Source: an optimization exercise on an open RTL-to-GDS flow (aim: small area). Production flows keep margins and buffers that such runs may drop.
The RTL was checked by simulation tests, not by an equivalence proof against the original design.
Power and IR drop assume default switching activity.

==> flow/design.v (outline; a module is shown in full before it is edited, if it fits) <==
// module mac_arith: 1309 lines
// module fa_cell: 4 lines
// module ha_cell: 4 lines
// module bwd_arith: 1203 lines
// module top_level: 389 lines
module top_level (
    clk, rst, seed,
    action, state, next_state, step_o, phase, episode_o, q_cur, q_next
);
  // ...
==> flow/run.sh <==
#!/bin/bash
# synth_recipe.tcl (not shown) runs the flow's synth.tcl, then flattens the netlist and writes it again
# the make line also repeats each setting of config.mk as NAME=value (left out here)
make -C /OpenROAD-flow-scripts/flow DESIGN_CONFIG=/design/flow/config.mk WORK_HOME=/design/flow/orfs CLKGATE_MAP_FILE= SYNTH_SCRIPT=/design/flow/synth_recipe.tcl finish
==> flow/config.mk <==
export PLATFORM = sky130hd
export DESIGN_NAME = top_level
export DESIGN_NICKNAME = top_level
export VERILOG_FILES = /design/flow/design.v
export SDC_FILE = /design/flow/constraint.sdc
export NUM_CORES = 8
export LEC_CHECK = 0
export CAP_MARGIN = 20
export CORE_MARGIN = 2
export CORE_UTILIZATION = 30
export CTS_BUF_LIST = sky130_fd_sc_hd__clkbuf_8
export PLACE_DENSITY = 0.45
export SLEW_MARGIN = 20
export SYNTH_HIERARCHICAL = 1
export SYNTH_MINIMUM_KEEP_SIZE = 0
==> flow/constraint.sdc <==
create_clock -name core_clock -period 20.0 [get_ports {clk}]
set_input_delay 4.0000 -clock core_clock [delete_from_list [all_inputs] [get_ports {clk}]]
set_output_delay 4.0000 -clock core_clock [all_outputs]
set_load 0.01 [all_outputs]
==> flow_summary_export.csv, run 1 <==
group,metric,value,unit
run_status,status,"finished clean",
layout,bufAreaShareNonClock,2.76,%
pwr,p_sw,0.00529,W
worst_setup_path,worstPathArrival,19.09,ns
worst_setup_path,start_kind,"flip-flop",
worst_setup_path,worstReg2RegEnd,"dl0[2]",
worst_setup_path,r2r_setup_slack,1.77,ns
yosys,synthAdderAreaFrac,33.5,%
timing,timing.slew.headroom,16.4,%
clocking,cts_setup_buffers,0,
yosys,synth-async-reset-ratio,0,%
yosys,yosys_warnings,7,
floorplan,num_tap_cells,3978,
yosys,synth_simple_gate_area_share,19.3,%
yosys,synth.area.top_cells,"dfxtp_1 27%, fa_1 25%, nand2_1 8.9%",
pwr,powerClk,0.00264,W
layout,fin_area,102000,um^2
timing,timing.final.crit_share,91.1,%
yosys,avgSynthCellArea,9.15,um^2
routing,drc,0,
grt,grt_remaining_overflow,0,
layout,clkCellAreaFrac,4.81,%
routing,num_vias,70200,
worst_setup_path,cp_slowest_stage_delay,0.72,ns
yosys,synth_top_family_by_area,"adder cells",
layout,drive_gt1_share,6.43,%
layout,largest_reg_flops,495,
yosys,synth.largest_area_cell,"dfxtp_1",
routing,met1_length,145,mm
clocking,clock_latency,1.04,ns
worst_setup_path,path_common_cell,"a21oi_1",
layout,multi_input_area_share,61.7,%
pwr,p_comb_share,55.9,%
grt,grtUsageMet1,28.0,%
timing,drv_slew,0,
timing,fin_crit,18.23,ns
layout,mostFrequentLayoutCells,"2161 x nand2_1, 1214 x dfxtp_1, 1146 x fa_1",
layout,fillers,31200,
pwr,power_leader,"combinational cells",
clocking,numCtsBuffers,221,
layout,num-multi-input-gates,7702,
floorplan,io_pins,172,
==> inputs of run 2 (changes only) <==
--- a/flow/design.v
+++ b/flow/design.v
@@ -329,7 +329,84 @@
     wire gm0_321, gm0_322;
     fa_cell ugm0_321 (.a(~(clr ? b3h0[10] : acc0[25])), .b((w3t0[15] & acur3[10])), .c(gm0_272), .s(gm0_321), .co(gm0_322));
     wire [25:0] gm0_o;
-    assign gm0_o = ~({gm0_321, gm0_319, gm0_317, gm0_315, gm0_313, gm0_311, gm0_309, gm0_307, gm0_305, gm0_303, gm0_301, gm0_299, gm0_297, gm0_295, gm0_293, gm0_291, gm0_289, gm0_287, gm0_285, gm0_283, gm0_281, gm0_279, gm0_277, gm0_275, gm0_273, ~(acc0[0] & ~clr)} + {gm0_320, gm0_318, gm0_316, gm0_314, gm0_312, gm0_310, gm0_308, gm0_306, gm0_304, gm0_302, gm0_300, gm0_298, gm0_296, gm0_294, gm0_292, gm0_290, gm0_288, gm0_286, gm0_284, gm0_282, gm0_280, gm0_278, gm0_276, gm0_274, ~(w3t0[1] & acur3[0]), ~(w3t0[0] & acur3[0])} + 26'd1);
+    wire gm0_323 = ~(~(acc0[0] & ~clr) ^ ~(w3t0[0] & acur3[0]));
+    wire gm0_324 = ~(acc0[0] & ~clr) | ~(w3t0[0] & acur3[0]);
+    assign gm0_o[0] = ~gm0_323;
+    wire gm0_325, gm0_326;
+    fa_cell ugm0_325 (.a(gm0_273), .b(~(w3t0[1] & acur3[0])), .c(gm0_324), .s(gm0_325), .co(gm0_326));
+    assign gm0_o[1] = ~gm0_325;
+    wire gm0_327, gm0_328;
+    fa_cell ugm0_327 (.a(gm0_275), .b(gm0_274), .c(gm0_326), .s(gm0_327), .co(gm0_328));
+    assign gm0_o[2] = ~gm0_327;
+    wire gm0_329, gm0_330;
+    fa_cell ugm0_329 (.a(gm0_277), .b(gm0_276), .c(gm0_328), .s(gm0_329), .co(gm0_330));
+    assign gm0_o[3] = ~gm0_329;
+    wire gm0_331, gm0_332;
+    fa_cell ugm0_331 (.a(gm0_279), .b(gm0_278), .c(gm0_330), .s(gm0_331), .co(gm0_332));
+    assign gm0_o[4] = ~gm0_331;
+    wire gm0_333, gm0_334;
+    fa_cell ugm0_333 (.a(gm0_281), .b(gm0_280), .c(gm0_332), .s(gm0_333), .co(gm0_334));
+    assign gm0_o[5] = ~gm0_333;
+    wire gm0_335, gm0_336;
+    fa_cell ugm0_335 (.a(gm0_283), .b(gm0_282), .c(gm0_334), .s(gm0_335), .co(gm0_336));
+    assign gm0_o[6] = ~gm0_335;
+    wire gm0_337, gm0_338;
+    fa_cell ugm0_337 (.a(gm0_285), .b(gm0_284), .c(gm0_336), .s(gm0_337), .co(gm0_338));
+    assign gm0_o[7] = ~gm0_337;
+    wire gm0_339, gm0_340;
+    fa_cell ugm0_339 (.a(gm0_287), .b(gm0_286), .c(gm0_338), .s(gm0_339), .co(gm0_340));
+    assign gm0_o[8] = ~gm0_339;
+    wire gm0_341, gm0_342;
+    fa_cell ugm0_341 (.a(gm0_289), .b(gm0_288), .c(gm0_340), .s(gm0_341), .co(gm0_342));
+    assign gm0_o[9] = ~gm0_341;
+    wire gm0_343, gm0_344;
+    fa_cell ugm0_343 (.a(gm0_291), .b(gm0_290), .c(gm0_342), .s(gm0_343), .co(gm0_344));
+    assign gm0_o[10] = ~gm0_343;
+    wire gm0_345, gm0_346;
+    fa_cell ugm0_345 (.a(gm0_293), .b(gm0_292), .c(gm0_344), .s(gm0_345), .co(gm0_346));
+    assign gm0_o[11] = ~gm0_345;
+    wire gm0_347, gm0_348;
+    fa_cell ugm0_347 (.a(gm0_295), .b(gm0_294), .c(gm0_346), .s(gm0_347), .co(gm0_348));
+    assign gm0_o[12] = ~gm0_347;
+    wire gm0_349, gm0_350;
+    fa_cell ugm0_349 (.a(gm0_297), .b(gm0_296), .c(gm0_348), .s(gm0_349), .co(gm0_350));
+    assign gm0_o[13] = ~gm0_349;
+    wire gm0_351, gm0_352;
+    fa_cell ugm0_351 (.a(gm0_299), .b(gm0_298), .c(gm0_350), .s(gm0_351), .co(gm0_352));
+    assign gm0_o[14] = ~gm0_351;
+    wire gm0_353, gm0_354;
+    fa_cell ugm0_353 (.a(gm0_301), .b(gm0_300), .c(gm0_352), .s(gm0_353), .co(gm0_354));
+    assign gm0_o[15] = ~gm0_353;
+    wire gm0_355, gm0_356;
+    fa_cell ugm0_355 (.a(gm0_303), .b(gm0_302), .c(gm0_354), .s(gm0_355), .co(gm0_356));
+    assign gm0_o[16] = ~gm0_355;
+    wire gm0_357, gm0_358;
+    fa_cell ugm0_357 (.a(gm0_305), .b(gm0_304), .c(gm0_356), .s(gm0_357), .co(gm0_358));
+    assign gm0_o[17] = ~gm0_357;
+    wire gm0_359, gm0_360;
+    fa_cell ugm0_359 (.a(gm0_307), .b(gm0_306), .c(gm0_358), .s(gm0_359), .co(gm0_360));
+    assign gm0_o[18] = ~gm0_359;
+    wire gm0_361, gm0_362;
+    fa_cell ugm0_361 (.a(gm0_309), .b(gm0_308), .c(gm0_360), .s(gm0_361), .co(gm0_362));
+    assign gm0_o[19] = ~gm0_361;
+    wire gm0_363, gm0_364;
+    fa_cell ugm0_363 (.a(gm0_311), .b(gm0_310), .c(gm0_362), .s(gm0_363), .co(gm0_364));
+    assign gm0_o[20] = ~gm0_363;
+    wire gm0_365, gm0_366;
+    fa_cell ugm0_365 (.a(gm0_313), .b(gm0_312), .c(gm0_364), .s(gm0_365), .co(gm0_366));
+    assign gm0_o[21] = ~gm0_365;
+    wire gm0_367, gm0_368;
+    fa_cell ugm0_367 (.a(gm0_315), .b(gm0_314), .c(gm0_366), .s(gm0_367), .co(gm0_368));
+    assign gm0_o[22] = ~gm0_367;
+    wire gm0_369, gm0_370;
+    fa_cell ugm0_369 (.a(gm0_317), .b(gm0_316), .c(gm0_368), .s(gm0_369), .co(gm0_370));
+    assign gm0_o[23] = ~gm0_369;
+    wire gm0_371, gm0_372;
+    fa_cell ugm0_371 (.a(gm0_319), .b(gm0_318), .c(gm0_370), .s(gm0_371), .co(gm0_372));
+    assign gm0_o[24] = ~gm0_371;
+    wire gm0_373, gm0_374;
+    fa_cell ugm0_373 (.a(gm0_321), .b(gm0_320), .c(gm0_372), .s(gm0_373), .co(gm0_374));
+    assign gm0_o[25] = ~gm0_373;
     assign macc0 = gm0_o;
     wire gm1_1 = ~(~(acc1[8] & ~clr) ^ ~(w3t1[0] & acur3[8]));
     wire gm1_2 = ~(acc1[8] & ~clr) | ~(w3t1[0] & acur3[8]);
@@ -654,7 +731,84 @@
     wire gm1_321, gm1_322;
     fa_cell ugm1_321 (.a(~(clr ? b3h1[10] : acc1[25])), .b((w3t1[15] & acur3[10])), .c(gm1_272), .s(gm1_321), .co(gm1_322));
     wire [25:0] gm1_o;
-    assign gm1_o = ~({gm1_321, gm1_319, gm1_317, gm1_315, gm1_313, gm1_311, gm1_309, gm1_307, gm1_305, gm1_303, gm1_301, gm1_299, gm1_297, gm1_295, gm1_293, gm1_291, gm1_289, gm1_287, gm1_285, gm1_283, gm1_281, gm1_279, gm1_277, gm1_275, gm1_273, ~(acc1[0] & ~clr)} + {gm1_320, gm1_318, gm1_316, gm1_314, gm1_312, gm1_310, gm1_308, gm1_306, gm1_304, gm1_302, gm1_300, gm1_298, gm1_296, gm1_294, gm1_292, gm1_290, gm1_288, gm1_286, gm1_284, gm1_282, gm1_280, gm1_278, gm1_276, gm1_274, ~(w3t1[1] & acur3[0]), ~(w3t1[0] & acur3[0])} + 26'd1);
+    wire gm1_323 = ~(~(acc1[0] & ~clr) ^ ~(w3t1[0] & acur3[0]));
+    wire gm1_324 = ~(acc1[0] & ~clr) | ~(w3t1[0] & acur3[0]);
+    assign gm1_o[0] = ~gm1_323;
+    wire gm1_325, gm1_326;
+    fa_cell ugm1_325 (.a(gm1_273), .b(~(w3t1[1] & acur3[0])), .c(gm1_324), .s(gm1_325), .co(gm1_326));
+    assign gm1_o[1] = ~gm1_325;
+    wire gm1_327, gm1_328;
+    fa_cell ugm1_327 (.a(gm1_275), .b(gm1_274), .c(gm1_326), .s(gm1_327), .co(gm1_328));
+    assign gm1_o[2] = ~gm1_327;
+    wire gm1_329, gm1_330;
+    fa_cell ugm1_329 (.a(gm1_277), .b(gm1_276), .c(gm1_328), .s(gm1_329), .co(gm1_330));
+    assign gm1_o[3] = ~gm1_329;
+    wire gm1_331, gm1_332;
+    fa_cell ugm1_331 (.a(gm1_279), .b(gm1_278), .c(gm1_330), .s(gm1_331), .co(gm1_332));
+    assign gm1_o[4] = ~gm1_331;
+    wire gm1_333, gm1_334;
+    fa_cell ugm1_333 (.a(gm1_281), .b(gm1_280), .c(gm1_332), .s(gm1_333), .co(gm1_334));
+    assign gm1_o[5] = ~gm1_333;
+    wire gm1_335, gm1_336;
+    fa_cell ugm1_335 (.a(gm1_283), .b(gm1_282), .c(gm1_334), .s(gm1_335), .co(gm1_336));
+    assign gm1_o[6] = ~gm1_335;
+    wire gm1_337, gm1_338;
+    fa_cell ugm1_337 (.a(gm1_285), .b(gm1_284), .c(gm1_336), .s(gm1_337), .co(gm1_338));
+    assign gm1_o[7] = ~gm1_337;
+    wire gm1_339, gm1_340;
+    fa_cell ugm1_339 (.a(gm1_287), .b(gm1_286), .c(gm1_338), .s(gm1_339), .co(gm1_340));
+    assign gm1_o[8] = ~gm1_339;
+    wire gm1_341, gm1_342;
+    fa_cell ugm1_341 (.a(gm1_289), .b(gm1_288), .c(gm1_340), .s(gm1_341), .co(gm1_342));
+    assign gm1_o[9] = ~gm1_341;
+    wire gm1_343, gm1_344;
+    fa_cell ugm1_343 (.a(gm1_291), .b(gm1_290), .c(gm1_342), .s(gm1_343), .co(gm1_344));
+    assign gm1_o[10] = ~gm1_343;
+    wire gm1_345, gm1_346;
+    fa_cell ugm1_345 (.a(gm1_293), .b(gm1_292), .c(gm1_344), .s(gm1_345), .co(gm1_346));
+    assign gm1_o[11] = ~gm1_345;
+    wire gm1_347, gm1_348;
+    fa_cell ugm1_347 (.a(gm1_295), .b(gm1_294), .c(gm1_346), .s(gm1_347), .co(gm1_348));
+    assign gm1_o[12] = ~gm1_347;
+    wire gm1_349, gm1_350;
+    fa_cell ugm1_349 (.a(gm1_297), .b(gm1_296), .c(gm1_348), .s(gm1_349), .co(gm1_350));
+    assign gm1_o[13] = ~gm1_349;
+    wire gm1_351, gm1_352;
+    fa_cell ugm1_351 (.a(gm1_299), .b(gm1_298), .c(gm1_350), .s(gm1_351), .co(gm1_352));
+    assign gm1_o[14] = ~gm1_351;
+    wire gm1_353, gm1_354;
+    fa_cell ugm1_353 (.a(gm1_301), .b(gm1_300), .c(gm1_352), .s(gm1_353), .co(gm1_354));
+    assign gm1_o[15] = ~gm1_353;
+    wire gm1_355, gm1_356;
+    fa_cell ugm1_355 (.a(gm1_303), .b(gm1_302), .c(gm1_354), .s(gm1_355), .co(gm1_356));
+    assign gm1_o[16] = ~gm1_355;
+    wire gm1_357, gm1_358;
+    fa_cell ugm1_357 (.a(gm1_305), .b(gm1_304), .c(gm1_356), .s(gm1_357), .co(gm1_358));
+    assign gm1_o[17] = ~gm1_357;
+    wire gm1_359, gm1_360;
+    fa_cell ugm1_359 (.a(gm1_307), .b(gm1_306), .c(gm1_358), .s(gm1_359), .co(gm1_360));
+    assign gm1_o[18] = ~gm1_359;
+    wire gm1_361, gm1_362;
+    fa_cell ugm1_361 (.a(gm1_309), .b(gm1_308), .c(gm1_360), .s(gm1_361), .co(gm1_362));
+    assign gm1_o[19] = ~gm1_361;
+    wire gm1_363, gm1_364;
+    fa_cell ugm1_363 (.a(gm1_311), .b(gm1_310), .c(gm1_362), .s(gm1_363), .co(gm1_364));
+    assign gm1_o[20] = ~gm1_363;
+    wire gm1_365, gm1_366;
+    fa_cell ugm1_365 (.a(gm1_313), .b(gm1_312), .c(gm1_364), .s(gm1_365), .co(gm1_366));
+    assign gm1_o[21] = ~gm1_365;
+    wire gm1_367, gm1_368;
+    fa_cell ugm1_367 (.a(gm1_315), .b(gm1_314), .c(gm1_366), .s(gm1_367), .co(gm1_368));
+    assign gm1_o[22] = ~gm1_367;
+    wire gm1_369, gm1_370;
+    fa_cell ugm1_369 (.a(gm1_317), .b(gm1_316), .c(gm1_368), .s(gm1_369), .co(gm1_370));
+    assign gm1_o[23] = ~gm1_369;
+    wire gm1_371, gm1_372;
+    fa_cell ugm1_371 (.a(gm1_319), .b(gm1_318), .c(gm1_370), .s(gm1_371), .co(gm1_372));
+    assign gm1_o[24] = ~gm1_371;
+    wire gm1_373, gm1_374;
+    fa_cell ugm1_373 (.a(gm1_321), .b(gm1_320), .c(gm1_372), .s(gm1_373), .co(gm1_374));
+    assign gm1_o[25] = ~gm1_373;
     assign macc1 = gm1_o;
     wire gm2_1 = ~(~(acc2[8] & ~clr) ^ ~(w3t2[0] & acur3[8]));
     wire gm2_2 = ~(acc2[8] & ~clr) | ~(w3t2[0] & acur3[8]);
@@ -979,7 +1133,84 @@
     wire gm2_321, gm2_322;
     fa_cell ugm2_321 (.a(~(clr ? b3h2[10] : acc2[25])), .b((w3t2[15] & acur3[10])), .c(gm2_272), .s(gm2_321), .co(gm2_322));
     wire [25:0] gm2_o;
-    assign gm2_o = ~({gm2_321, gm2_319, gm2_317, gm2_315, gm2_313, gm2_311, gm2_309, gm2_307, gm2_305, gm2_303, gm2_301, gm2_299, gm2_297, gm2_295, gm2_293, gm2_291, gm2_289, gm2_287, gm2_285, gm2_283, gm2_281, gm2_279, gm2_277, gm2_275, gm2_273, ~(acc2[0] & ~clr)} + {gm2_320, gm2_318, gm2_316, gm2_314, gm2_312, gm2_310, gm2_308, gm2_306, gm2_304, gm2_302, gm2_300, gm2_298, gm2_296, gm2_294, gm2_292, gm2_290, gm2_288, gm2_286, gm2_284, gm2_282, gm2_280, gm2_278, gm2_276, gm2_274, ~(w3t2[1] & acur3[0]), ~(w3t2[0] & acur3[0])} + 26'd1);
+    wire gm2_323 = ~(~(acc2[0] & ~clr) ^ ~(w3t2[0] & acur3[0]));
+    wire gm2_324 = ~(acc2[0] & ~clr) | ~(w3t2[0] & acur3[0]);
+    assign gm2_o[0] = ~gm2_323;
+    wire gm2_325, gm2_326;
+    fa_cell ugm2_325 (.a(gm2_273), .b(~(w3t2[1] & acur3[0])), .c(gm2_324), .s(gm2_325), .co(gm2_326));
+    assign gm2_o[1] = ~gm2_325;
+    wire gm2_327, gm2_328;
+    fa_cell ugm2_327 (.a(gm2_275), .b(gm2_274), .c(gm2_326), .s(gm2_327), .co(gm2_328));
+    assign gm2_o[2] = ~gm2_327;
+    wire gm2_329, gm2_330;
+    fa_cell ugm2_329 (.a(gm2_277), .b(gm2_276), .c(gm2_328), .s(gm2_329), .co(gm2_330));
+    assign gm2_o[3] = ~gm2_329;
+    wire gm2_331, gm2_332;
+    fa_cell ugm2_331 (.a(gm2_279), .b(gm2_278), .c(gm2_330), .s(gm2_331), .co(gm2_332));
+    assign gm2_o[4] = ~gm2_331;
+    wire gm2_333, gm2_334;
+    fa_cell ugm2_333 (.a(gm2_281), .b(gm2_280), .c(gm2_332), .s(gm2_333), .co(gm2_334));
+    assign gm2_o[5] = ~gm2_333;
+    wire gm2_335, gm2_336;
+    fa_cell ugm2_335 (.a(gm2_283), .b(gm2_282), .c(gm2_334), .s(gm2_335), .co(gm2_336));
+    assign gm2_o[6] = ~gm2_335;
+    wire gm2_337, gm2_338;
+    fa_cell ugm2_337 (.a(gm2_285), .b(gm2_284), .c(gm2_336), .s(gm2_337), .co(gm2_338));
+    assign gm2_o[7] = ~gm2_337;
+    wire gm2_339, gm2_340;
+    fa_cell ugm2_339 (.a(gm2_287), .b(gm2_286), .c(gm2_338), .s(gm2_339), .co(gm2_340));
+    assign gm2_o[8] = ~gm2_339;
+    wire gm2_341, gm2_342;
+    fa_cell ugm2_341 (.a(gm2_289), .b(gm2_288), .c(gm2_340), .s(gm2_341), .co(gm2_342));
+    assign gm2_o[9] = ~gm2_341;
+    wire gm2_343, gm2_344;
+    fa_cell ugm2_343 (.a(gm2_291), .b(gm2_290), .c(gm2_342), .s(gm2_343), .co(gm2_344));
+    assign gm2_o[10] = ~gm2_343;
+    wire gm2_345, gm2_346;
+    fa_cell ugm2_345 (.a(gm2_293), .b(gm2_292), .c(gm2_344), .s(gm2_345), .co(gm2_346));
+    assign gm2_o[11] = ~gm2_345;
+    wire gm2_347, gm2_348;
+    fa_cell ugm2_347 (.a(gm2_295), .b(gm2_294), .c(gm2_346), .s(gm2_347), .co(gm2_348));
+    assign gm2_o[12] = ~gm2_347;
+    wire gm2_349, gm2_350;
+    fa_cell ugm2_349 (.a(gm2_297), .b(gm2_296), .c(gm2_348), .s(gm2_349), .co(gm2_350));
+    assign gm2_o[13] = ~gm2_349;
+    wire gm2_351, gm2_352;
+    fa_cell ugm2_351 (.a(gm2_299), .b(gm2_298), .c(gm2_350), .s(gm2_351), .co(gm2_352));
+    assign gm2_o[14] = ~gm2_351;
+    wire gm2_353, gm2_354;
+    fa_cell ugm2_353 (.a(gm2_301), .b(gm2_300), .c(gm2_352), .s(gm2_353), .co(gm2_354));
+    assign gm2_o[15] = ~gm2_353;
+    wire gm2_355, gm2_356;
+    fa_cell ugm2_355 (.a(gm2_303), .b(gm2_302), .c(gm2_354), .s(gm2_355), .co(gm2_356));
+    assign gm2_o[16] = ~gm2_355;
+    wire gm2_357, gm2_358;
+    fa_cell ugm2_357 (.a(gm2_305), .b(gm2_304), .c(gm2_356), .s(gm2_357), .co(gm2_358));
+    assign gm2_o[17] = ~gm2_357;
+    wire gm2_359, gm2_360;
+    fa_cell ugm2_359 (.a(gm2_307), .b(gm2_306), .c(gm2_358), .s(gm2_359), .co(gm2_360));
+    assign gm2_o[18] = ~gm2_359;
+    wire gm2_361, gm2_362;
+    fa_cell ugm2_361 (.a(gm2_309), .b(gm2_308), .c(gm2_360), .s(gm2_361), .co(gm2_362));
+    assign gm2_o[19] = ~gm2_361;
+    wire gm2_363, gm2_364;
+    fa_cell ugm2_363 (.a(gm2_311), .b(gm2_310), .c(gm2_362), .s(gm2_363), .co(gm2_364));
+    assign gm2_o[20] = ~gm2_363;
+    wire gm2_365, gm2_366;
+    fa_cell ugm2_365 (.a(gm2_313), .b(gm2_312), .c(gm2_364), .s(gm2_365), .co(gm2_366));
+    assign gm2_o[21] = ~gm2_365;
+    wire gm2_367, gm2_368;
+    fa_cell ugm2_367 (.a(gm2_315), .b(gm2_314), .c(gm2_366), .s(gm2_367), .co(gm2_368));
+    assign gm2_o[22] = ~gm2_367;
+    wire gm2_369, gm2_370;
+    fa_cell ugm2_369 (.a(gm2_317), .b(gm2_316), .c(gm2_368), .s(gm2_369), .co(gm2_370));
+    assign gm2_o[23] = ~gm2_369;
+    wire gm2_371, gm2_372;
+    fa_cell ugm2_371 (.a(gm2_319), .b(gm2_318), .c(gm2_370), .s(gm2_371), .co(gm2_372));
+    assign gm2_o[24] = ~gm2_371;
+    wire gm2_373, gm2_374;
+    fa_cell ugm2_373 (.a(gm2_321), .b(gm2_320), .c(gm2_372), .s(gm2_373), .co(gm2_374));
+    assign gm2_o[25] = ~gm2_373;
     assign macc2 = gm2_o;
     wire gm3_1 = ~(~(acc3[8] & ~clr) ^ ~(w3t3[0] & acur3[8]));
     wire gm3_2 = ~(acc3[8] & ~clr) | ~(w3t3[0] & acur3[8]);
@@ -1304,7 +1535,84 @@
     wire gm3_321, gm3_322;
     fa_cell ugm3_321 (.a(~(clr ? b3h3[10] : acc3[25])), .b((w3t3[15] & acur3[10])), .c(gm3_272), .s(gm3_321), .co(gm3_322));
     wire [25:0] gm3_o;
-    assign gm3_o = ~({gm3_321, gm3_319, gm3_317, gm3_315, gm3_313, gm3_311, gm3_309, gm3_307, gm3_305, gm3_303, gm3_301, gm3_299, gm3_297, gm3_295, gm3_293, gm3_291, gm3_289, gm3_287, gm3_285, gm3_283, gm3_281, gm3_279, gm3_277, gm3_275, gm3_273, ~(acc3[0] & ~clr)} + {gm3_320, gm3_318, gm3_316, gm3_314, gm3_312, gm3_310, gm3_308, gm3_306, gm3_304, gm3_302, gm3_300, gm3_298, gm3_296, gm3_294, gm3_292, gm3_290, gm3_288, gm3_286, gm3_284, gm3_282, gm3_280, gm3_278, gm3_276, gm3_274, ~(w3t3[1] & acur3[0]), ~(w3t3[0] & acur3[0])} + 26'd1);
+    wire gm3_323 = ~(~(acc3[0] & ~clr) ^ ~(w3t3[0] & acur3[0]));
+    wire gm3_324 = ~(acc3[0] & ~clr) | ~(w3t3[0] & acur3[0]);
+    assign gm3_o[0] = ~gm3_323;
+    wire gm3_325, gm3_326;
+    fa_cell ugm3_325 (.a(gm3_273), .b(~(w3t3[1] & acur3[0])), .c(gm3_324), .s(gm3_325), .co(gm3_326));
+    assign gm3_o[1] = ~gm3_325;
+    wire gm3_327, gm3_328;
+    fa_cell ugm3_327 (.a(gm3_275), .b(gm3_274), .c(gm3_326), .s(gm3_327), .co(gm3_328));
+    assign gm3_o[2] = ~gm3_327;
+    wire gm3_329, gm3_330;
+    fa_cell ugm3_329 (.a(gm3_277), .b(gm3_276), .c(gm3_328), .s(gm3_329), .co(gm3_330));
+    assign gm3_o[3] = ~gm3_329;
+    wire gm3_331, gm3_332;
+    fa_cell ugm3_331 (.a(gm3_279), .b(gm3_278), .c(gm3_330), .s(gm3_331), .co(gm3_332));
+    assign gm3_o[4] = ~gm3_331;
+    wire gm3_333, gm3_334;
+    fa_cell ugm3_333 (.a(gm3_281), .b(gm3_280), .c(gm3_332), .s(gm3_333), .co(gm3_334));
+    assign gm3_o[5] = ~gm3_333;
+    wire gm3_335, gm3_336;
+    fa_cell ugm3_335 (.a(gm3_283), .b(gm3_282), .c(gm3_334), .s(gm3_335), .co(gm3_336));
+    assign gm3_o[6] = ~gm3_335;
+    wire gm3_337, gm3_338;
+    fa_cell ugm3_337 (.a(gm3_285), .b(gm3_284), .c(gm3_336), .s(gm3_337), .co(gm3_338));
+    assign gm3_o[7] = ~gm3_337;
+    wire gm3_339, gm3_340;
+    fa_cell ugm3_339 (.a(gm3_287), .b(gm3_286), .c(gm3_338), .s(gm3_339), .co(gm3_340));
+    assign gm3_o[8] = ~gm3_339;
+    wire gm3_341, gm3_342;
+    fa_cell ugm3_341 (.a(gm3_289), .b(gm3_288), .c(gm3_340), .s(gm3_341), .co(gm3_342));
+    assign gm3_o[9] = ~gm3_341;
+    wire gm3_343, gm3_344;
+    fa_cell ugm3_343 (.a(gm3_291), .b(gm3_290), .c(gm3_342), .s(gm3_343), .co(gm3_344));
+    assign gm3_o[10] = ~gm3_343;
+    wire gm3_345, gm3_346;
+    fa_cell ugm3_345 (.a(gm3_293), .b(gm3_292), .c(gm3_344), .s(gm3_345), .co(gm3_346));
+    assign gm3_o[11] = ~gm3_345;
+    wire gm3_347, gm3_348;
+    fa_cell ugm3_347 (.a(gm3_295), .b(gm3_294), .c(gm3_346), .s(gm3_347), .co(gm3_348));
+    assign gm3_o[12] = ~gm3_347;
+    wire gm3_349, gm3_350;
+    fa_cell ugm3_349 (.a(gm3_297), .b(gm3_296), .c(gm3_348), .s(gm3_349), .co(gm3_350));
+    assign gm3_o[13] = ~gm3_349;
+    wire gm3_351, gm3_352;
+    fa_cell ugm3_351 (.a(gm3_299), .b(gm3_298), .c(gm3_350), .s(gm3_351), .co(gm3_352));
+    assign gm3_o[14] = ~gm3_351;
+    wire gm3_353, gm3_354;
+    fa_cell ugm3_353 (.a(gm3_301), .b(gm3_300), .c(gm3_352), .s(gm3_353), .co(gm3_354));
+    assign gm3_o[15] = ~gm3_353;
+    wire gm3_355, gm3_356;
+    fa_cell ugm3_355 (.a(gm3_303), .b(gm3_302), .c(gm3_354), .s(gm3_355), .co(gm3_356));
+    assign gm3_o[16] = ~gm3_355;
+    wire gm3_357, gm3_358;
+    fa_cell ugm3_357 (.a(gm3_305), .b(gm3_304), .c(gm3_356), .s(gm3_357), .co(gm3_358));
+    assign gm3_o[17] = ~gm3_357;
+    wire gm3_359, gm3_360;
+    fa_cell ugm3_359 (.a(gm3_307), .b(gm3_306), .c(gm3_358), .s(gm3_359), .co(gm3_360));
+    assign gm3_o[18] = ~gm3_359;
+    wire gm3_361, gm3_362;
+    fa_cell ugm3_361 (.a(gm3_309), .b(gm3_308), .c(gm3_360), .s(gm3_361), .co(gm3_362));
+    assign gm3_o[19] = ~gm3_361;
+    wire gm3_363, gm3_364;
+    fa_cell ugm3_363 (.a(gm3_311), .b(gm3_310), .c(gm3_362), .s(gm3_363), .co(gm3_364));
+    assign gm3_o[20] = ~gm3_363;
+    wire gm3_365, gm3_366;
+    fa_cell ugm3_365 (.a(gm3_313), .b(gm3_312), .c(gm3_364), .s(gm3_365), .co(gm3_366));
+    assign gm3_o[21] = ~gm3_365;
+    wire gm3_367, gm3_368;
+    fa_cell ugm3_367 (.a(gm3_315), .b(gm3_314), .c(gm3_366), .s(gm3_367), .co(gm3_368));
+    assign gm3_o[22] = ~gm3_367;
+    wire gm3_369, gm3_370;
+    fa_cell ugm3_369 (.a(gm3_317), .b(gm3_316), .c(gm3_368), .s(gm3_369), .co(gm3_370));
+    assign gm3_o[23] = ~gm3_369;
+    wire gm3_371, gm3_372;
+    fa_cell ugm3_371 (.a(gm3_319), .b(gm3_318), .c(gm3_370), .s(gm3_371), .co(gm3_372));
+    assign gm3_o[24] = ~gm3_371;
+    wire gm3_373, gm3_374;
+    fa_cell ugm3_373 (.a(gm3_321), .b(gm3_320), .c(gm3_372), .s(gm3_373), .co(gm3_374));
+    assign gm3_o[25] = ~gm3_373;
     assign macc3 = gm3_o;
 endmodule
 module fa_cell (input a, input b, input c, output s, output co);
@@ -1936,7 +2244,7 @@
     wire gq_8 = ~(aprev[3] & aprev[4]) | ~aprev[4];
     wire gq_9, gq_10;
     fa_cell ugq_9 (.a(~(aprev[0] & aprev[8])), .b(~(aprev[1] & aprev[7])), .c(~(aprev[2] & aprev[6])), .s(gq_9), .co(gq_10));
-    wire gq_11 = ~~(aprev[3] & aprev[5]);
+    wire gq_11 = ~(~(aprev[3] & aprev[5]));
     wire gq_12 = ~(aprev[3] & aprev[5]);
     wire gq_13, gq_14;
     fa_cell ugq_13 (.a(~(aprev[0] & aprev[9])), .b(~(aprev[1] & aprev[8])), .c(~(aprev[2] & aprev[7])), .s(gq_13), .co(gq_14));
@@ -1970,7 +2278,7 @@
     fa_cell ugq_41 (.a(~(aprev[4] & aprev[9])), .b(~(aprev[5] & aprev[8])), .c(~(aprev[6] & aprev[7])), .s(gq_41), .co(gq_42));
     wire gq_43 = ~(~(aprev[0] & aprev[1]) ^ ~aprev[1]);
     wire gq_44 = ~(aprev[0] & aprev[1]) | ~aprev[1];
-    wire gq_45 = ~~(aprev[0] & aprev[2]);
+    wire gq_45 = ~(~(aprev[0] & aprev[2]));
     wire gq_46 = ~(aprev[0] & aprev[2]);
     wire gq_47, gq_48;
     ha_cell ugq_47 (.a(gq_21), .b(~aprev[2]), .s(gq_47), .co(gq_48));
@@ -2322,7 +2630,49 @@
     wire ga0_59, ga0_60;
     fa_cell uga0_59 (.a((aprev[9] & dl0[4])), .b(~(aprev[10] & dl0[3])), .c(ga0_36), .s(ga0_59), .co(ga0_60));
     wire [14:0] ga0_o;
-    assign ga0_o = ~({(aprev[10] & dl0[4]), ga0_59, ga0_57, ga0_55, ga0_53, ga0_51, ga0_49, ga0_47, ga0_45, ga0_43, ga0_41, ga0_39, ga0_37, ~(aprev[0] & dl0[1]), ~(aprev[0] & dl0[0])} + {ga0_60, ga0_58, ga0_56, ga0_54, ga0_52, ga0_50, ga0_48, ga0_46, ga0_44, ga0_42, ga0_40, ga0_38, ~(aprev[2] & dl0[0]), ~(aprev[1] & dl0[0]), 1'b1} + 15'd1);
+    assign ga0_o[0] = (aprev[0] & dl0[0]);
+    wire ga0_61 = ~(~(aprev[0] & dl0[1]) ^ ~(aprev[1] & dl0[0]));
+    wire ga0_62 = ~(aprev[0] & dl0[1]) | ~(aprev[1] & dl0[0]);
+    assign ga0_o[1] = ~ga0_61;
+    wire ga0_63, ga0_64;
+    fa_cell uga0_63 (.a(ga0_37), .b(~(aprev[2] & dl0[0])), .c(ga0_62), .s(ga0_63), .co(ga0_64));
+    assign ga0_o[2] = ~ga0_63;
+    wire ga0_65, ga0_66;
+    fa_cell uga0_65 (.a(ga0_39), .b(ga0_38), .c(ga0_64), .s(ga0_65), .co(ga0_66));
+    assign ga0_o[3] = ~ga0_65;
+    wire ga0_67, ga0_68;
+    fa_cell uga0_67 (.a(ga0_41), .b(ga0_40), .c(ga0_66), .s(ga0_67), .co(ga0_68));
+    assign ga0_o[4] = ~ga0_67;
+    wire ga0_69, ga0_70;
+    fa_cell uga0_69 (.a(ga0_43), .b(ga0_42), .c(ga0_68), .s(ga0_69), .co(ga0_70));
+    assign ga0_o[5] = ~ga0_69;
+    wire ga0_71, ga0_72;
+    fa_cell uga0_71 (.a(ga0_45), .b(ga0_44), .c(ga0_70), .s(ga0_71), .co(ga0_72));
+    assign ga0_o[6] = ~ga0_71;
+    wire ga0_73, ga0_74;
+    fa_cell uga0_73 (.a(ga0_47), .b(ga0_46), .c(ga0_72), .s(ga0_73), .co(ga0_74));
+    assign ga0_o[7] = ~ga0_73;
+    wire ga0_75, ga0_76;
+    fa_cell uga0_75 (.a(ga0_49), .b(ga0_48), .c(ga0_74), .s(ga0_75), .co(ga0_76));
+    assign ga0_o[8] = ~ga0_75;
+    wire ga0_77, ga0_78;
+    fa_cell uga0_77 (.a(ga0_51), .b(ga0_50), .c(ga0_76), .s(ga0_77), .co(ga0_78));
+    assign ga0_o[9] = ~ga0_77;
+    wire ga0_79, ga0_80;
+    fa_cell uga0_79 (.a(ga0_53), .b(ga0_52), .c(ga0_78), .s(ga0_79), .co(ga0_80));
+    assign ga0_o[10] = ~ga0_79;
+    wire ga0_81, ga0_82;
+    fa_cell uga0_81 (.a(ga0_55), .b(ga0_54), .c(ga0_80), .s(ga0_81), .co(ga0_82));
+    assign ga0_o[11] = ~ga0_81;
+    wire ga0_83, ga0_84;
+    fa_cell uga0_83 (.a(ga0_57), .b(ga0_56), .c(ga0_82), .s(ga0_83), .co(ga0_84));
+    assign ga0_o[12] = ~ga0_83;
+    wire ga0_85, ga0_86;
+    fa_cell uga0_85 (.a(ga0_59), .b(ga0_58), .c(ga0_84), .s(ga0_85), .co(ga0_86));
+    assign ga0_o[13] = ~ga0_85;
+    wire ga0_87, ga0_88;
+    fa_cell uga0_87 (.a((aprev[10] & dl0[4])), .b(ga0_60), .c(ga0_86), .s(ga0_87), .co(ga0_88));
+    assign ga0_o[14] = ~ga0_87;
     assign ad0 = ga0_o;
     assign q0 = ad0[14:10];
     wire ga1_1, ga1_2;
@@ -2386,7 +2736,49 @@
     wire ga1_59, ga1_60;
     fa_cell uga1_59 (.a((aprev[9] & dl1[4])), .b(~(aprev[10] & dl1[3])), .c(ga1_36), .s(ga1_59), .co(ga1_60));
     wire [14:0] ga1_o;
-    assign ga1_o = ~({(aprev[10] & dl1[4]), ga1_59, ga1_57, ga1_55, ga1_53, ga1_51, ga1_49, ga1_47, ga1_45, ga1_43, ga1_41, ga1_39, ga1_37, ~(aprev[0] & dl1[1]), ~(aprev[0] & dl1[0])} + {ga1_60, ga1_58, ga1_56, ga1_54, ga1_52, ga1_50, ga1_48, ga1_46, ga1_44, ga1_42, ga1_40, ga1_38, ~(aprev[2] & dl1[0]), ~(aprev[1] & dl1[0]), 1'b1} + 15'd1);
+    assign ga1_o[0] = (aprev[0] & dl1[0]);
+    wire ga1_61 = ~(~(aprev[0] & dl1[1]) ^ ~(aprev[1] & dl1[0]));
+    wire ga1_62 = ~(aprev[0] & dl1[1]) | ~(aprev[1] & dl1[0]);
+    assign ga1_o[1] = ~ga1_61;
+    wire ga1_63, ga1_64;
+    fa_cell uga1_63 (.a(ga1_37), .b(~(aprev[2] & dl1[0])), .c(ga1_62), .s(ga1_63), .co(ga1_64));
+    assign ga1_o[2] = ~ga1_63;
+    wire ga1_65, ga1_66;
+    fa_cell uga1_65 (.a(ga1_39), .b(ga1_38), .c(ga1_64), .s(ga1_65), .co(ga1_66));
+    assign ga1_o[3] = ~ga1_65;
+    wire ga1_67, ga1_68;
+    fa_cell uga1_67 (.a(ga1_41), .b(ga1_40), .c(ga1_66), .s(ga1_67), .co(ga1_68));
+    assign ga1_o[4] = ~ga1_67;
+    wire ga1_69, ga1_70;
+    fa_cell uga1_69 (.a(ga1_43), .b(ga1_42), .c(ga1_68), .s(ga1_69), .co(ga1_70));
+    assign ga1_o[5] = ~ga1_69;
+    wire ga1_71, ga1_72;
+    fa_cell uga1_71 (.a(ga1_45), .b(ga1_44), .c(ga1_70), .s(ga1_71), .co(ga1_72));
+    assign ga1_o[6] = ~ga1_71;
+    wire ga1_73, ga1_74;
+    fa_cell uga1_73 (.a(ga1_47), .b(ga1_46), .c(ga1_72), .s(ga1_73), .co(ga1_74));
+    assign ga1_o[7] = ~ga1_73;
+    wire ga1_75, ga1_76;
+    fa_cell uga1_75 (.a(ga1_49), .b(ga1_48), .c(ga1_74), .s(ga1_75), .co(ga1_76));
+    assign ga1_o[8] = ~ga1_75;
+    wire ga1_77, ga1_78;
+    fa_cell uga1_77 (.a(ga1_51), .b(ga1_50), .c(ga1_76), .s(ga1_77), .co(ga1_78));
+    assign ga1_o[9] = ~ga1_77;
+    wire ga1_79, ga1_80;
+    fa_cell uga1_79 (.a(ga1_53), .b(ga1_52), .c(ga1_78), .s(ga1_79), .co(ga1_80));
+    assign ga1_o[10] = ~ga1_79;
+    wire ga1_81, ga1_82;
+    fa_cell uga1_81 (.a(ga1_55), .b(ga1_54), .c(ga1_80), .s(ga1_81), .co(ga1_82));
+    assign ga1_o[11] = ~ga1_81;
+    wire ga1_83, ga1_84;
+    fa_cell uga1_83 (.a(ga1_57), .b(ga1_56), .c(ga1_82), .s(ga1_83), .co(ga1_84));
+    assign ga1_o[12] = ~ga1_83;
+    wire ga1_85, ga1_86;
+    fa_cell uga1_85 (.a(ga1_59), .b(ga1_58), .c(ga1_84), .s(ga1_85), .co(ga1_86));
+    assign ga1_o[13] = ~ga1_85;
+    wire ga1_87, ga1_88;
+    fa_cell uga1_87 (.a((aprev[10] & dl1[4])), .b(ga1_60), .c(ga1_86), .s(ga1_87), .co(ga1_88));
+    assign ga1_o[14] = ~ga1_87;
     assign ad1 = ga1_o;
     assign q1 = ad1[14:10];
     wire ga2_1, ga2_2;
@@ -2450,7 +2842,49 @@
     wire ga2_59, ga2_60;
     fa_cell uga2_59 (.a((aprev[9] & dl2[4])), .b(~(aprev[10] & dl2[3])), .c(ga2_36), .s(ga2_59), .co(ga2_60));
     wire [14:0] ga2_o;
-    assign ga2_o = ~({(aprev[10] & dl2[4]), ga2_59, ga2_57, ga2_55, ga2_53, ga2_51, ga2_49, ga2_47, ga2_45, ga2_43, ga2_41, ga2_39, ga2_37, ~(aprev[0] & dl2[1]), ~(aprev[0] & dl2[0])} + {ga2_60, ga2_58, ga2_56, ga2_54, ga2_52, ga2_50, ga2_48, ga2_46, ga2_44, ga2_42, ga2_40, ga2_38, ~(aprev[2] & dl2[0]), ~(aprev[1] & dl2[0]), 1'b1} + 15'd1);
+    assign ga2_o[0] = (aprev[0] & dl2[0]);
+    wire ga2_61 = ~(~(aprev[0] & dl2[1]) ^ ~(aprev[1] & dl2[0]));
+    wire ga2_62 = ~(aprev[0] & dl2[1]) | ~(aprev[1] & dl2[0]);
+    assign ga2_o[1] = ~ga2_61;
+    wire ga2_63, ga2_64;
+    fa_cell uga2_63 (.a(ga2_37), .b(~(aprev[2] & dl2[0])), .c(ga2_62), .s(ga2_63), .co(ga2_64));
+    assign ga2_o[2] = ~ga2_63;
+    wire ga2_65, ga2_66;
+    fa_cell uga2_65 (.a(ga2_39), .b(ga2_38), .c(ga2_64), .s(ga2_65), .co(ga2_66));
+    assign ga2_o[3] = ~ga2_65;
+    wire ga2_67, ga2_68;
+    fa_cell uga2_67 (.a(ga2_41), .b(ga2_40), .c(ga2_66), .s(ga2_67), .co(ga2_68));
+    assign ga2_o[4] = ~ga2_67;
+    wire ga2_69, ga2_70;
+    fa_cell uga2_69 (.a(ga2_43), .b(ga2_42), .c(ga2_68), .s(ga2_69), .co(ga2_70));
+    assign ga2_o[5] = ~ga2_69;
+    wire ga2_71, ga2_72;
+    fa_cell uga2_71 (.a(ga2_45), .b(ga2_44), .c(ga2_70), .s(ga2_71), .co(ga2_72));
+    assign ga2_o[6] = ~ga2_71;
+    wire ga2_73, ga2_74;
+    fa_cell uga2_73 (.a(ga2_47), .b(ga2_46), .c(ga2_72), .s(ga2_73), .co(ga2_74));
+    assign ga2_o[7] = ~ga2_73;
+    wire ga2_75, ga2_76;
+    fa_cell uga2_75 (.a(ga2_49), .b(ga2_48), .c(ga2_74), .s(ga2_75), .co(ga2_76));
+    assign ga2_o[8] = ~ga2_75;
+    wire ga2_77, ga2_78;
+    fa_cell uga2_77 (.a(ga2_51), .b(ga2_50), .c(ga2_76), .s(ga2_77), .co(ga2_78));
+    assign ga2_o[9] = ~ga2_77;
+    wire ga2_79, ga2_80;
+    fa_cell uga2_79 (.a(ga2_53), .b(ga2_52), .c(ga2_78), .s(ga2_79), .co(ga2_80));
+    assign ga2_o[10] = ~ga2_79;
+    wire ga2_81, ga2_82;
+    fa_cell uga2_81 (.a(ga2_55), .b(ga2_54), .c(ga2_80), .s(ga2_81), .co(ga2_82));
+    assign ga2_o[11] = ~ga2_81;
+    wire ga2_83, ga2_84;
+    fa_cell uga2_83 (.a(ga2_57), .b(ga2_56), .c(ga2_82), .s(ga2_83), .co(ga2_84));
+    assign ga2_o[12] = ~ga2_83;
+    wire ga2_85, ga2_86;
+    fa_cell uga2_85 (.a(ga2_59), .b(ga2_58), .c(ga2_84), .s(ga2_85), .co(ga2_86));
+    assign ga2_o[13] = ~ga2_85;
+    wire ga2_87, ga2_88;
+    fa_cell uga2_87 (.a((aprev[10] & dl2[4])), .b(ga2_60), .c(ga2_86), .s(ga2_87), .co(ga2_88));
+    assign ga2_o[14] = ~ga2_87;
     assign ad2 = ga2_o;
     assign q2 = ad2[14:10];
     wire ga3_1, ga3_2;
@@ -2514,7 +2948,49 @@
     wire ga3_59, ga3_60;
     fa_cell uga3_59 (.a((aprev[9] & dl3[4])), .b(~(aprev[10] & dl3[3])), .c(ga3_36), .s(ga3_59), .co(ga3_60));
     wire [14:0] ga3_o;
-    assign ga3_o = ~({(aprev[10] & dl3[4]), ga3_59, ga3_57, ga3_55, ga3_53, ga3_51, ga3_49, ga3_47, ga3_45, ga3_43, ga3_41, ga3_39, ga3_37, ~(aprev[0] & dl3[1]), ~(aprev[0] & dl3[0])} + {ga3_60, ga3_58, ga3_56, ga3_54, ga3_52, ga3_50, ga3_48, ga3_46, ga3_44, ga3_42, ga3_40, ga3_38, ~(aprev[2] & dl3[0]), ~(aprev[1] & dl3[0]), 1'b1} + 15'd1);
+    assign ga3_o[0] = (aprev[0] & dl3[0]);
+    wire ga3_61 = ~(~(aprev[0] & dl3[1]) ^ ~(aprev[1] & dl3[0]));
+    wire ga3_62 = ~(aprev[0] & dl3[1]) | ~(aprev[1] & dl3[0]);
+    assign ga3_o[1] = ~ga3_61;
+    wire ga3_63, ga3_64;
+    fa_cell uga3_63 (.a(ga3_37), .b(~(aprev[2] & dl3[0])), .c(ga3_62), .s(ga3_63), .co(ga3_64));
+    assign ga3_o[2] = ~ga3_63;
+    wire ga3_65, ga3_66;
+    fa_cell uga3_65 (.a(ga3_39), .b(ga3_38), .c(ga3_64), .s(ga3_65), .co(ga3_66));
+    assign ga3_o[3] = ~ga3_65;
+    wire ga3_67, ga3_68;
+    fa_cell uga3_67 (.a(ga3_41), .b(ga3_40), .c(ga3_66), .s(ga3_67), .co(ga3_68));
+    assign ga3_o[4] = ~ga3_67;
+    wire ga3_69, ga3_70;
+    fa_cell uga3_69 (.a(ga3_43), .b(ga3_42), .c(ga3_68), .s(ga3_69), .co(ga3_70));
+    assign ga3_o[5] = ~ga3_69;
+    wire ga3_71, ga3_72;
+    fa_cell uga3_71 (.a(ga3_45), .b(ga3_44), .c(ga3_70), .s(ga3_71), .co(ga3_72));
+    assign ga3_o[6] = ~ga3_71;
+    wire ga3_73, ga3_74;
+    fa_cell uga3_73 (.a(ga3_47), .b(ga3_46), .c(ga3_72), .s(ga3_73), .co(ga3_74));
+    assign ga3_o[7] = ~ga3_73;
+    wire ga3_75, ga3_76;
+    fa_cell uga3_75 (.a(ga3_49), .b(ga3_48), .c(ga3_74), .s(ga3_75), .co(ga3_76));
+    assign ga3_o[8] = ~ga3_75;
+    wire ga3_77, ga3_78;
+    fa_cell uga3_77 (.a(ga3_51), .b(ga3_50), .c(ga3_76), .s(ga3_77), .co(ga3_78));
+    assign ga3_o[9] = ~ga3_77;
+    wire ga3_79, ga3_80;
+    fa_cell uga3_79 (.a(ga3_53), .b(ga3_52), .c(ga3_78), .s(ga3_79), .co(ga3_80));
+    assign ga3_o[10] = ~ga3_79;
+    wire ga3_81, ga3_82;
+    fa_cell uga3_81 (.a(ga3_55), .b(ga3_54), .c(ga3_80), .s(ga3_81), .co(ga3_82));
+    assign ga3_o[11] = ~ga3_81;
+    wire ga3_83, ga3_84;
+    fa_cell uga3_83 (.a(ga3_57), .b(ga3_56), .c(ga3_82), .s(ga3_83), .co(ga3_84));
+    assign ga3_o[12] = ~ga3_83;
+    wire ga3_85, ga3_86;
+    fa_cell uga3_85 (.a(ga3_59), .b(ga3_58), .c(ga3_84), .s(ga3_85), .co(ga3_86));
+    assign ga3_o[13] = ~ga3_85;
+    wire ga3_87, ga3_88;
+    fa_cell uga3_87 (.a((aprev[10] & dl3[4])), .b(ga3_60), .c(ga3_86), .s(ga3_87), .co(ga3_88));
+    assign ga3_o[14] = ~ga3_87;
     assign ad3 = ga3_o;
     assign q3 = ad3[14:10];
 endmodule
@@ -2825,47 +3301,78 @@
             acc3 <= macc3;
         end
     end
+    wire rstn = ~rst;
     wire [10:0] w3n [0:3];
     assign w3n[0] = w3n0;
     assign w3n[1] = w3n1;
     assign w3n[2] = w3n2;
     assign w3n[3] = w3n3;
-    reg [10:0] c11;
-    always @(posedge clk) begin
-        for (r = 0; r < 9; r = r + 1)
-            for (p = 0; p < 5; p = p + 1) begin
-                c11 = w2init(r, p) >> 5;
-                if (p == 3)
-                    w2r[r*55+33 +: 11] <= (rst || (s2 && (orow == r))) ? (rst ? c11 : w2u) : w2r[r*55+44 +: 11];
-                else
-                    w2r[r*55+p*11 +: 11] <= rst ? (c11 ^ {11{POL_A[p]}}) : ~w2r[r*55+((p+1)%5)*11 +: 11];
+    wire [9*55-1:0] w2d;
+    wire [54:0] b2d, apd, acd;
+    wire [4*55-1:0] w3d;
+    genvar gr, gp, gb;
+    generate
+        for (gr = 0; gr < 9; gr = gr + 1) begin : g_w2
+            for (gp = 0; gp < 5; gp = gp + 1) begin : g_p
+                if (gp == 3) begin : g_wr
+                    localparam [10:0] C = w2init(gr, gp) >> 5;
+                    assign w2d[gr*55+33 +: 11] = (rst || (s2 && (orow == gr))) ? (rst ? C : w2u) : w2r[gr*55+44 +: 11];
+                end else begin : g_sh
+                    localparam [10:0] C = (w2init(gr, gp) >> 5) ^ {11{POL_A[gp]}};
+                    for (gb = 0; gb < 11; gb = gb + 1) begin : g_b
+                        rs_cell #(.V(C[gb])) u (.q(w2r[gr*55+((gp+1)%5)*11+gb]), .rst(rst), .rstn(rstn), .d(w2d[gr*55+gp*11+gb]));
+                    end
+                end
+            end
+        end
+        for (gp = 0; gp < 5; gp = gp + 1) begin : g_b2
+            if (gp == 3) begin : g_wr
+                assign b2d[33 +: 11] = (rst || s2) ? (rst ? 11'h7FF : b2n) : b2r[44 +: 11];
+            end else begin : g_sh
+                for (gb = 0; gb < 11; gb = gb + 1) begin : g_b
+                    rs_cell #(.V(~POL_A[gp])) u (.q(b2r[((gp+1)%5)*11+gb]), .rst(rst), .rstn(rstn), .d(b2d[gp*11+gb]));
+                end
+            end
+        end
+        for (gr = 0; gr < 4; gr = gr + 1) begin : g_w3
+            for (gp = 0; gp < 5; gp = gp + 1) begin : g_p
+                if (gp == 4) begin : g_wr
+                    localparam [10:0] C = w3init(gr, gp) >> 5;
+                    assign w3d[gr*55+44 +: 11] = (rst || s1) ? (rst ? C : w3n[gr]) : w3r[gr*55 +: 11];
+                end else begin : g_sh
+                    localparam [10:0] C = (w3init(gr, gp) >> 5) ^ {11{POL_B[gp]}};
+                    for (gb = 0; gb < 11; gb = gb + 1) begin : g_b
+                        rs_cell #(.V(C[gb])) u (.q(w3r[gr*55+(gp+1)*11+gb]), .rst(rst), .rstn(rstn), .d(w3d[gr*55+gp*11+gb]));
+                    end
+                end
             end
-        for (p = 0; p < 5; p = p + 1) begin
-            if (p == 3)
-                b2r[33 +: 11] <= (rst || s2) ? (rst ? 11'h7FF : b2n) : b2r[44 +: 11];
-            else
-                b2r[p*11 +: 11] <= rst ? (11'h7FF ^ {11{POL_A[p]}}) : ~b2r[((p+1)%5)*11 +: 11];
-        end
-        for (i = 0; i < 4; i = i + 1)
-            for (p = 0; p < 5; p = p + 1) begin
-                c11 = w3init(i, p) >> 5;
-                if (p == 4)
-                    w3r[i*55+44 +: 11] <= (rst || s1) ? (rst ? c11 : w3n[i]) : w3r[i*55 +: 11];
-                else
-                    w3r[i*55+p*11 +: 11] <= rst ? (c11 ^ {11{POL_B[p]}}) : ~w3r[i*55+(p+1)*11 +: 11];
+        end
+        for (gp = 0; gp < 5; gp = gp + 1) begin : g_ap
+            if (gp == 4) begin : g_wr
+                assign apd[44 +: 11] = (rst || s1) ? (rst ? 11'd0 : acr0) : apr[0 +: 11];
+            end else begin : g_sh
+                for (gb = 0; gb < 11; gb = gb + 1) begin : g_b
+                    rs_cell #(.V(POL_B[gp])) u (.q(apr[(gp+1)*11+gb]), .rst(rst), .rstn(rstn), .d(apd[gp*11+gb]));
+                end
+            end
+        end
+        for (gp = 0; gp < 5; gp = gp + 1) begin : g_ac
+            if (gp == 3) begin : g_wr
+                assign acd[33 +: 11] = (rst || s2) ? (rst ? 11'd512 : anext) : acr[44 +: 11];
+            end else begin : g_sh
+                localparam [10:0] C = 11'd512 ^ {11{POL_A[gp]}};
+                for (gb = 0; gb < 11; gb = gb + 1) begin : g_b
+                    rs_cell #(.V(C[gb])) u (.q(acr[((gp+1)%5)*11+gb]), .rst(rst), .rstn(rstn), .d(acd[gp*11+gb]));
+                end
             end
-        for (p = 0; p < 5; p = p + 1) begin
-            if (p == 4)
-                apr[44 +: 11] <= (rst || s1) ? (rst ? 11'd0 : acr0) : apr[0 +: 11];
-            else
-                apr[p*11 +: 11] <= rst ? (11'd0 ^ {11{POL_B[p]}}) : ~apr[(p+1)*11 +: 11];
-        end
-        for (p = 0; p < 5; p = p + 1) begin
-            if (p == 3)
-                acr[33 +: 11] <= (rst || s2) ? (rst ? 11'd512 : anext) : acr[44 +: 11];
-            else
-                acr[p*11 +: 11] <= rst ? (11'd512 ^ {11{POL_A[p]}}) : ~acr[((p+1)%5)*11 +: 11];
         end
+    endgenerate
+    always @(posedge clk) begin
+        w2r <= w2d;
+        b2r <= b2d;
+        w3r <= w3d;
+        apr <= apd;
+        acr <= acd;
     end
     wire qsel = (ctrl == 4'd5);
     wire [15:0] zA = qsel ? acc2[25:10] : acc0[25:10];
@@ -2907,3 +3414,12 @@
     assign q_cur = {{4{qc3[11]}}, qc3, {4{qc2[11]}}, qc2, {4{qc1[11]}}, qc1, {4{qc0[11]}}, qc0};
     assign q_next = {{4{qn3[11]}}, qn3, {4{qn2[11]}}, qn2, {4{qn1[11]}}, qn1, {4{qn0[11]}}, qn0};
 endmodule
+module rs_cell #(parameter V = 1'b0) (input q, input rst, input rstn, output d);
+    generate
+        if (V) begin : g_one
+            assign d = ~(q & rstn);
+        end else begin : g_zero
+            assign d = ~(q | rst);
+        end
+    endgenerate
+endmodule
--- a/flow/config.mk
+++ b/flow/config.mk
@@ -9,6 +9,8 @@
 export CORE_MARGIN = 2
 export CORE_UTILIZATION = 30
 export CTS_BUF_LIST = sky130_fd_sc_hd__clkbuf_8
+export CTS_CLUSTER_DIAMETER = 80
+export CTS_CLUSTER_SIZE = 15
 export PLACE_DENSITY = 0.45
 export SLEW_MARGIN = 20
 export SYNTH_HIERARCHICAL = 1
==> run 2 against run 1 <==
Against the previous run:
- utilization is 0.73 points lower
- largest power group unchanged
- still clean on timing, DRC and antenna
- die area fell by 3.0%
- final cell count fell by 5.3%
- hold slack improved by 0.073 ns
==> flow_summary_export.csv, run 2 <==
group,metric,value,unit
layout,mostFrequentLayoutCells,"2109 x nand2_1, 1295 x fa_1, 1217 x dfxtp_1",
yosys,ys_ff_latch,1224,
routing,via_per_inst,4.90,
routing,wl_met2,129,mm
timing,hold-worst-slack,0.340,ns
timing,timing.slew.headroom,12.5,%
yosys,synth-async-reset-ratio,0,%
grt,grt_max_degree,154,
yosys,syn_inst,9403,
worst_setup_path,start_kind,"flip-flop",
pwr,p_comb_share,58.9,%
placed_design,globalplace.congestion,0.868,
worst_setup_path,critPathMaxFanout,18,
yosys,synth.most_common_cell,"nand2_1",
layout,drive_gt1_share,4.46,%
placed_design,place_inst,13200,
clocking,cts_root_buf,"clkbuf_8",
routing,wl_met3,13.1,mm
routing,top_layer,"met5",
yosys,synth_cell_types,102,
yosys,synth_edf_count,0,
worst_setup_path,critPathLaunch,"st_old[3]",
yosys,synth.largest_area_cell,"fa_1",
grt,grt_use_total,18.8,%
routing,firstDrtPassIters,7,
pwr,peakVddDrop,557,uV
grt,grt_pass1_vias,69100,
routing,initialDrtViolationCount,4344,
timing,drv_slew,0,
worst_setup_path,end_kind,"flip-flop",
clocking,htreeDepth,3,
yosys,synth_top_area_share,29.3,%
grt,antenna_found_initial,5,
yosys,synth_area,88400,um^2
layout,fin_area,96400,um^2
floorplan,die_w,547,um
floorplan,rows,199,
routing,drtAntennaViolNets,0,
worst_setup_path,cp_slowest_stage_delay,0.76,ns
routing,met1_length,133,mm
layout,fin_nets,11100,
layout,largest_reg_flops,495,
timing,hold_viol,0,
pwr,p_sw,0.00445,W
clocking,cts.sinks,1224,
placed_design,dpl_cell_area,94400,um^2
timing,setup_tns,0,ns
clocking,numCtsBuffers,107,
grt,grt_remaining_overflow,0,
routing,num_vias,65300,
yosys,yosys_warnings,7,
layout,largest-register,"w2r",
floorplan,die_area,299000,um^2
worst_setup_path,critPathSlowestCell,"a21oi_2",
hold_path,hold_depth,1,
routing,drt-wirelength-per-cell,21.1,um
timing,fin_crit,17.32,ns
clocking,clock_latency,0.90,ns
clocking,clk_path_buf_depth,3,
clocking,cts_tree,"built",
worst_setup_path,crit_type,"flip-flop to flip-flop",
routing,wirelength,281,mm
yosys,synth.area.top_cells,"fa_1 29%, dfxtp_1 28%, nand2_1 9.0%",
yosys,avgSynthCellArea,9.41,um^2
placed_design,dp_hpwl,209,mm
yosys,yosysSeqAreaShare,27.7,%
layout,area_delta_synth_final,9.02,%
layout,finalNonFillerCells,13300,
timing,timing.final.crit_share,86.6,%
floorplan,core_area,294000,um^2
yosys,synth_top_cells_by_count,"2109 x nand2_1, 1295 x fa_1, 1224 x dfxtp_1",
layout,final_common_cell,"nand2_1",
timing,tightestPinTransition,1.31,ns
floorplan,initial_core_util,30.1,%
pwr,p_int,0.00547,W
placed_design,port_buffers,171,
clocking,path_clk_slew,0.09,ns
clocking,cts_resized,0,
clocking,postCtsHoldBufs,0,
yosys,synth_nets,11200,
pwr,p_total,0.00993,W
routing,drc,0,
pwr,pwr-share-clk,15.2,%
worst_setup_path,ff2ff_path_depth,66,
worst_setup_path,reg2reg_from,"st_old[3]",
clocking,cts_setup_buffers,0,
timing,rsz0062_at_grt,"false",
pwr,power.density,103,nW/um^2
grt,grt_pass1_wl,436,mm
flow_run,maxCapViolations,0,
floorplan,io_pins,172,
pwr,power_leakage,32.5,nW
worst_setup_path,worstPathArrival,18.05,ns
layout,reg_top3,"w2r: 495 flops, w3r: 220 flops",
hold_path,min_from,"w2r[290]",
floorplan,fp.dieH,547,um
worst_setup_path,path_common_cell,"a21o_1",
timing,fin_skew,0.0803,ns
pwr,p_seq_share,25.9,%
run_status,status,"finished clean",
timing,max_freq,0.0577,GHz
yosys,ys.flop_type,"dfxtp_1",
worst_setup_path,critical_path_required,20.73,ns
hold_path,hold_class,"flip-flop to flip-flop",
pwr,swShare,44.9,%
timing,setup_viol,0,
run 2: cell types whose count changed after synthesis, moves of 52 or more:
cell,change
nand2_1,-52
inv_1,+116
a21oi_1,-88
a21o_1,-72
clkbuf_1,-183
fa_1,+149
xnor2_1,-70
ha_1,-140
xor2_1,-61
buf_2,+73
run 2: per-layer routing:
| metal | vias up | GRT usage (%) |
|---|---|---|
| li1 | 30100 | - |
| met1 | 33300 | 26.8 |
| met2 | 1636 | 30.4 |
| met3 | 295 | 2.35 |
| met4 | 2 | 3.82 |
| met5 | - | 0 |
run 2: cell families (layout without fill, tap and decap cells):
group,count (synthesis),in the layout,synth area share (%)
AND/OR/NAND/NOR,3816,3816,19.0
adder cells (fa/ha/maj),1762,1762,35.9
flip-flops,1224,1224,27.7
AO/OA/AOI/OAI,1186,1186,8.67
buffers and inverters,1057,1054,4.82
XOR/XNOR,224,224,2.25
multiplexers,134,134,1.60
other,0,6,0
run 2: area by class of cell:
cell class | count | area (um^2)
multi-input cells | 7122 | 59900
flip-flops and latches | 1224 | 24500
fillers | 30200 | 197000
clock buffers | 110 | 1510
inverters | 575 | 2170
clock inverters | 38 | 468
diodes | 6 | 15.0
well taps | 3919 | 4900
repair buffers | 331 | 2960
run 2: Yosys stat by module (local to each module, per instance), excerpt:
module     cells inside  flip-flops and latches  times used  area [um^2]
bwd_arith          1408                       0           1         7610
fa_cell               1                       0        1270         20.0
ha_cell               1                       0          16         12.5
mac_arith          1200                       0           1         5730
top_level          4805                    1224           1        46800
run 2: final timing paths:
path / endpoint / slack (ns)
max reg2reg: dl3[4] / 2.68
max: dl3[4] / 2.68
min reg2reg: w2r[279] / 0.34
min: w2r[279] / 0.34
run 2: power by group through the flow:
stage / Sequential (W) / Combinational [W] / Clock (W)
after floorplan: 0.00259 / 0.00448 / 0
after global placement: 0.00263 / 0.00603 / 0
after detailed placement: 0.00263 / 0.00590 / 0
after CTS: 0.00258 / 0.00595 / 0.00158
after global routing: 0.00258 / 0.00690 / 0.00166
final: 0.00258 / 0.00585 / 0.00150
run 2: through the flow:
step / utilization [%] / worst slack [ns]
after global routing: 32.8 / 1.05
final: 32.8 / 2.68
after CTS: 32.8 / 2.56
after floorplan: - / 4.82
after global placement: 32.1 / 2.61
after detailed placement: 32.2 / 2.70
run 2: worst max-delay path, delay by kind of cell, from the launching register on:
family	cells	cell delay [ns]
muxes	2	0.84
adders and majority gates	8	2.79
xor gates and xnor gates	3	0.63
AOI/OAI and AO/OA	31	7.66
buffers and inverters	4	0.47
DFF	1	0.58
and+or+nand+nor	18	4.22

port drivers added, routing unchanged:
Ports are ideal in the flow. The routed layouts listed here were re-timed in OpenROAD.
Step 1 assumes that a clkbuf_16 drives the clock port and a buf_2 every other input.
Step 2, shift: input delay + t, output delay - t, t = (earliest + latest rising clock arrival at the registers) / 2. This alone moves slack from input paths to output paths.
Three values: ideal ports, drivers, drivers and shift; two values: the first two.
| run | t, ns | setup WS [ns] | hold slack, ns |
|---|---|---|---|
| run 1 | 1.075 | 1.775 / 1.775 / 1.775 | 0.267 / 0.267 / 0.267 |
| run 2 | 0.949 | 2.676 / 2.676 / 2.676 | 0.340 / 0.340 / 0.340 |
After both steps setup and hold are still met in every run listed.
